From an optimization exercise on the open Yosys and OpenROAD flow, aimed at small area; shortcuts taken in it are not production practice.
The RTL was checked by simulation tests, not by an equivalence proof against the original design.
The flow treats the clock pin as an ideal source. Dropping or thinning the clock tree relies on that and would not hold on a real chip.
Power is estimated from default activity; no workload was simulated.

==> flow/design.v (excerpt) <==
module hdmi_tmds_audio(
	input				clk_pixel,
	input				sys_nrst,
	input	[31 : 0]	hdmi_aud,
	output	[29:0]		tmds
);
	wire rst = !sys_nrst;
	genvar g;
	function automatic [7:0] ecc_step;
		input [7:0] e;
		input b;
		ecc_step = (e >> 1) ^ ((e[0] ^ b) ? 8'b10000011 : 8'd0);
	endfunction
	function automatic [7:0] ecc56;
		input [55:0] d;
		integer k;
		reg [7:0] e;
		begin
			e = 8'd0;
			for (k = 0; k < 56; k = k + 1)
				e = ecc_step(e, d[k]);
			ecc56 = e;
		end
	endfunction
	function automatic [7:0] ecc24;
		input [23:0] d;
		integer k;
		reg [7:0] e;
		begin
			e = 8'd0;
			for (k = 0; k < 24; k = k + 1)
				e = ecc_step(e, d[k]);
			ecc24 = e;
		end
	endfunction
	localparam [19:0] ACR_N = 20'd6144;
	localparam [19:0] ACR_CTS = 20'd48;
	localparam [55:0] ACR_SUB = {ACR_N[7:0], ACR_N[15:8], 4'd0, ACR_N[19:16], ACR_CTS[7:0], ACR_CTS[15:8], 4'd0, ACR_CTS[19:16], 8'd0};
	localparam [63:0] ACR_BCH = {ecc56(ACR_SUB), ACR_SUB};
  ...
Settings: LEC_CHECK=0, CAP_MARGIN=20, CORE_MARGIN=2, CORE_UTILIZATION=40, SLEW_MARGIN=20; clock period 6.7 ns.
run.sh (not shown) runs the stock make flow with config.mk's settings and CLKGATE_MAP_FILE= SYNTH_SCRIPT=/design/flow/synth_recipe.tcl, a recipe that flattens the netlist after the stock synthesis.
Edit:
CTS_BUF_LIST = sky130_fd_sc_hd__clkbuf_4   (was unset)
CTS_CLUSTER_DIAMETER = 60   (was unset)
CTS_CLUSTER_SIZE = 30   (was unset)
Outcome:
- final cell count stays flat
- clock skew is higher by 0.0089 ns
- total power is lower by 11%
- worst setup slack is worse by 0.13 ns

run E:
Another version of the RTL of hdmi_tmds_audio (not shown whole).
For scale: ~590 cells after synthesis, about 64 I/O pins, about 5100 um^2 of cells after synthesis.
clock: 6.7 ns
lec_check: 0
cap_margin: 20
core_margin: 2
core_utilization: 40
slew_margin: 20
standard.sh (not shown) runs the stock make flow with config.mk's settings and CLKGATE_MAP_FILE= SYNTH_SCRIPT=/design/flow/synth_recipe.tcl, a recipe that flattens the netlist after the stock synthesis.
==> flow/flow/run.sh <==
#!/bin/bash
# Own layout flow:
#  1. the standard synthesis (standard.sh synth);
#  2. the combinational logic of that netlist re-mapped by ABC with a stronger
#     script (flow/resynth.tcl, flow/resynth.abc); the flip-flops stay the
#     standard synthesis's instances, names and cell types.  ABC's &deepsyn is
#     randomised, so the re-mapping runs with 8 seeds and the smallest
#     netlist is kept;
#  3. the standard layout from floorplan to finish on the re-mapped
#     netlist, with two changes: the clock tree is built by flow/mycts.tcl
#     (port -> one root buffer -> 8 leaf buffers) instead of TritonCTS, and
#     the port buffers are buf_1.
# Each tool's full output goes to a log_*.log file in the work folder.
set -euo pipefail
here=$(pwd)
res=$here/orfs/results/$FLOW_PLATFORM/hdmi_tmds_audio/base
yosys_bin=$FLOW_HOME/../tools/install/yosys/bin/yosys
lib=$FLOW_HOME/platforms/$FLOW_PLATFORM/lib/sky130_fd_sc_hd__tt_025C_1v80.lib
delay_ps=$(awk "BEGIN{print int($FLOW_PERIOD_NS*1000)}")

bash standard.sh synth > $here/log_1_standard_synth.log 2>&1
cp $res/1_2_yosys.v $here/std_synth.v

resynth() {
  local s=$1
  sed "s/&deepsyn -T 20/&deepsyn -T 20 -S $s/" $here/flow/resynth.abc > $here/resynth_$s.abc
  LIB=$lib IN_V=$here/std_synth.v OUT_V=$here/resynth_$s.v TOP=$FLOW_TOP \
    ABC_SCRIPT=$here/resynth_$s.abc DELAY_PS=$delay_ps \
    $yosys_bin -c $here/flow/resynth.tcl > $here/log_2_resynth_$s.log 2>&1 || rm -f $here/resynth_$s.v
}
for s in 0 1 2 3; do resynth $s & done
wait
for s in 4 5 6 7; do resynth $s & done
wait
best=""
best_area=""
for s in 0 1 2 3 4 5 6 7; do
  [[ -f $here/resynth_$s.v ]] || continue
  a=$(grep -i "chip area for module" $here/log_2_resynth_$s.log | tail -1 | awk '{print $NF}')
  if [[ -z "$best" ]] || awk "BEGIN{exit !($a < $best_area)}"; then best=$s; best_area=$a; fi
done
[[ -n "$best" ]]
echo "re-mapped netlist: seed $best, area $best_area" > $here/log_2_resynth_choice.log
cp $here/resynth_$best.v $res/1_2_yosys.v
rm -f $res/1_synth.odb $res/1_synth.sdc

# own clock tree (flow/mycts.tcl); the smallest buffer on the ports
bash standard.sh \
  "PRE_CTS_TCL=$here/flow/mycts.tcl" \
  "BUFFER_PORTS_ARGS=-buffer_cell sky130_fd_sc_hd__buf_1" \
  finish > $here/log_3_standard_layout.log 2>&1
==> flow/flow/mytree.tcl <==
# Manual clock tree: the clock port drives a root buffer (or, without one, the
# leaves directly), which drives NLEAF leaf buffers, each driving
# the flip-flops of one region of the placement (split at coordinate medians).
proc my_clock_tree { nleaf bufname {rootname ""} } {
  set block [ord::get_db_block]
  set db [ord::get_db]
  set clknet [$block findNet clk_pixel]
  set master [$db findMaster $bufname]
  set sinks {}
  foreach it [$clknet getITerms] {
    set inst [$it getInst]
    set loc [$inst getLocation]
    lappend sinks [list $it [lindex $loc 0] [lindex $loc 1]]
  }
  # recursive median split, alternating x and y
  set groups [list $sinks]
  set axis 1
  while {[llength $groups] < $nleaf} {
    set new {}
    foreach g $groups {
      set s [lsort -integer -index $axis $g]
      set h [expr {[llength $s] / 2}]
      lappend new [lrange $s 0 [expr {$h - 1}]] [lrange $s $h end]
    }
    set groups $new
    set axis [expr {3 - $axis}]
  }
  set src $clknet
  if {$rootname ne ""} {
    # a root buffer between the port and the leaves, at the centre of the sinks
    set rx 0; set ry 0
    foreach e $sinks { set rx [expr {$rx + [lindex $e 1]}]; set ry [expr {$ry + [lindex $e 2]}] }
    set root [odb::dbInst_create $block [$db findMaster $rootname] "clkroot"]
    set src [odb::dbNet_create $block "clknet_root"]
    $src setSigType CLOCK
    [$root findITerm A] connect $clknet
    [$root findITerm X] connect $src
    $root setLocation [expr {$rx / [llength $sinks]}] [expr {$ry / [llength $sinks]}]
    $root setPlacementStatus PLACED
  }
  set i 0
  foreach g $groups {
    set sx 0; set sy 0
    foreach e $g { set sx [expr {$sx + [lindex $e 1]}]; set sy [expr {$sy + [lindex $e 2]}] }
    set n [llength $g]
    set inst [odb::dbInst_create $block $master "clkleaf_$i"]
    set net [odb::dbNet_create $block "clknet_leaf_$i"]
    $net setSigType CLOCK
    [$inst findITerm A] connect $src
    [$inst findITerm X] connect $net
    foreach e $g { set it [lindex $e 0]; $it disconnect; $it connect $net }
    $inst setLocation [expr {$sx / $n}] [expr {$sy / $n}]
    $inst setPlacementStatus PLACED
    incr i
  }
  puts "my_clock_tree: $nleaf leaves of $bufname"
}
==> flow/flow/resynth.tcl <==
# Re-map the combinational logic of the standard synthesis netlist with ABC.
# Flip-flops are kept as black-box instances, so their names and cell types
# are exactly those of the standard synthesis.
set lib $::env(LIB)
yosys read_liberty -ignore_miss_func $lib
yosys read_verilog $::env(IN_V)
yosys hierarchy -top $::env(TOP)
foreach m [list dfxtp_1 dfxtp_2 dfxtp_4 edfxtp_1 dfrtp_1 dfrtp_2 dfrtp_4 dfstp_1 dfstp_2 dfstp_4 dfbbn_1 dfbbp_1 dfrtn_1 conb_1] {
  catch { yosys blackbox sky130_fd_sc_hd__$m }
}
yosys flatten
yosys opt -purge
set dont_use {}
foreach c {probe_p_8 probec_p_8 lpflow_*} { lappend dont_use -dont_use sky130_fd_sc_hd__$c }
yosys abc -liberty $lib -D $::env(DELAY_PS) -script $::env(ABC_SCRIPT) {*}$dont_use
yosys opt_clean -purge
# define every library cell again so that the checks know their pin directions
yosys read_liberty -lib -nooverwrite $lib
yosys hilomap -singleton -hicell sky130_fd_sc_hd__conb_1 HI -locell sky130_fd_sc_hd__conb_1 LO
yosys check -assert -mapped
yosys stat -liberty $lib
yosys write_verilog -noattr -nohex -nodec $::env(OUT_V)
Other scripts of this flow, unchanged in this note and not shown: flow/flow/mycts.tcl, flow/flow/resynth.abc
## Diff of input files: run R against run E
==> flow/flow/run.sh <==
#!/bin/bash
# Own layout flow:
#  1. the standard synthesis (standard.sh synth);
#  2. the combinational logic of that netlist re-mapped by ABC with a stronger
#     script (flow/resynth.tcl, flow/resynth.abc); the flip-flops stay the
#     standard synthesis's instances, names and cell types;
#  3. the standard layout from floorplan to finish on the re-mapped
#     netlist, with two changes: the clock tree is built by flow/mycts.tcl
#     (port -> one root buffer -> 8 leaf buffers) instead of TritonCTS, and
#     the port buffers are buf_1.
# Each tool's full output goes to a log_*.log file in the work folder.
set -euo pipefail
here=$(pwd)
res=$here/orfs/results/$FLOW_PLATFORM/hdmi_tmds_audio/base
yosys_bin=$FLOW_HOME/../tools/install/yosys/bin/yosys
lib=$FLOW_HOME/platforms/$FLOW_PLATFORM/lib/sky130_fd_sc_hd__tt_025C_1v80.lib

bash standard.sh synth > $here/log_1_standard_synth.log 2>&1

cp $res/1_2_yosys.v $here/std_synth.v
LIB=$lib IN_V=$here/std_synth.v OUT_V=$here/resynth.v TOP=$FLOW_TOP \
  ABC_SCRIPT=$here/flow/resynth.abc DELAY_PS=$(awk "BEGIN{print int($FLOW_PERIOD_NS*1000)}") \
  $yosys_bin -c $here/flow/resynth.tcl > $here/log_2_resynth.log 2>&1
cp $here/resynth.v $res/1_2_yosys.v
rm -f $res/1_synth.odb $res/1_synth.sdc

# own clock tree (flow/mycts.tcl); the smallest buffer on the ports
bash standard.sh \
  "PRE_CTS_TCL=$here/flow/mycts.tcl" \
  "BUFFER_PORTS_ARGS=-buffer_cell sky130_fd_sc_hd__buf_1" \
  finish > $here/log_3_standard_layout.log 2>&1
diff --git a/flow/flow/mytree.tcl b/flow/flow/mytree.tcl
--- a/flow/flow/mytree.tcl
+++ b/flow/flow/mytree.tcl
@@ -1,4 +1,3 @@
-# Manual clock tree: the clock port drives a root buffer (or, without one, the
-# leaves directly), which drives NLEAF leaf buffers, each driving
+# Manual clock tree: the clock port drives NLEAF leaf buffers, each driving
 # the flip-flops of one region of the placement (split at coordinate medians).
 proc my_clock_tree { nleaf bufname {rootname ""} } {
Summary of run R over run E: cell count picked up an extra about 2%, power share of the sequential group picked up an extra 4.3 points, critical path depth lost 4, met3 demand-to-capacity share in global routing picked up an extra 0.53 points, fmax picked up an extra about 16%.
Post-route cell area was lower in run E than in run R.
Run R vs run E: synthesized cell count up by a few percent
Comparing run R with run E, the via count came out essentially unchanged.
Run R ends up with a overall power of the completed layout that is about 10% lower than in run E.
Maximum cell stage delay along the critical path: run R < run E
Aggregate routed wire length: run R better than run E
Run comparison: run R library cell contributing the largest single delay on the critical path and2_0; run E library cell contributing the largest single delay on the critical path nor2_1
In every run of this note, the design's own scripts or RTL, not TritonCTS, make the clock network.

separate check: timing with driven ports:
No port has a modelled driver above. Below, the same layouts with a new extraction and two added sets of constraints. Step 1, drivers: a clkbuf_16 drives clk_pixel and a buf_2 each remaining input, both assumed. Step 2 moves the port delays by t, midway between the first and last clock arrival at a register: inputs arrive t later, outputs are due t later. That takes back most of the time a late clock gives input paths. Slacks: ideal / step 1 / step 2; pairs: ideal / step 1.
run | shift t [ns] | setup WS [ns] | worst data-port slew with drivers (ns) | pins driven straight from the clock port
the first run of note 1 | 0.459 | 2.608 / 2.568 / 3.026 | 0.03 | 1
the second run of note 1 | 0.568 | 2.476 / 2.443 / 3.011 | 0.03 | 1
run E | 0.399 | 1.925 / 1.896 / 2.295 | 0.03 | 1
run R | 0.399 | 2.590 / 2.561 / 2.959 | 0.03 | 1
After both steps setup and hold are still met in every run listed.
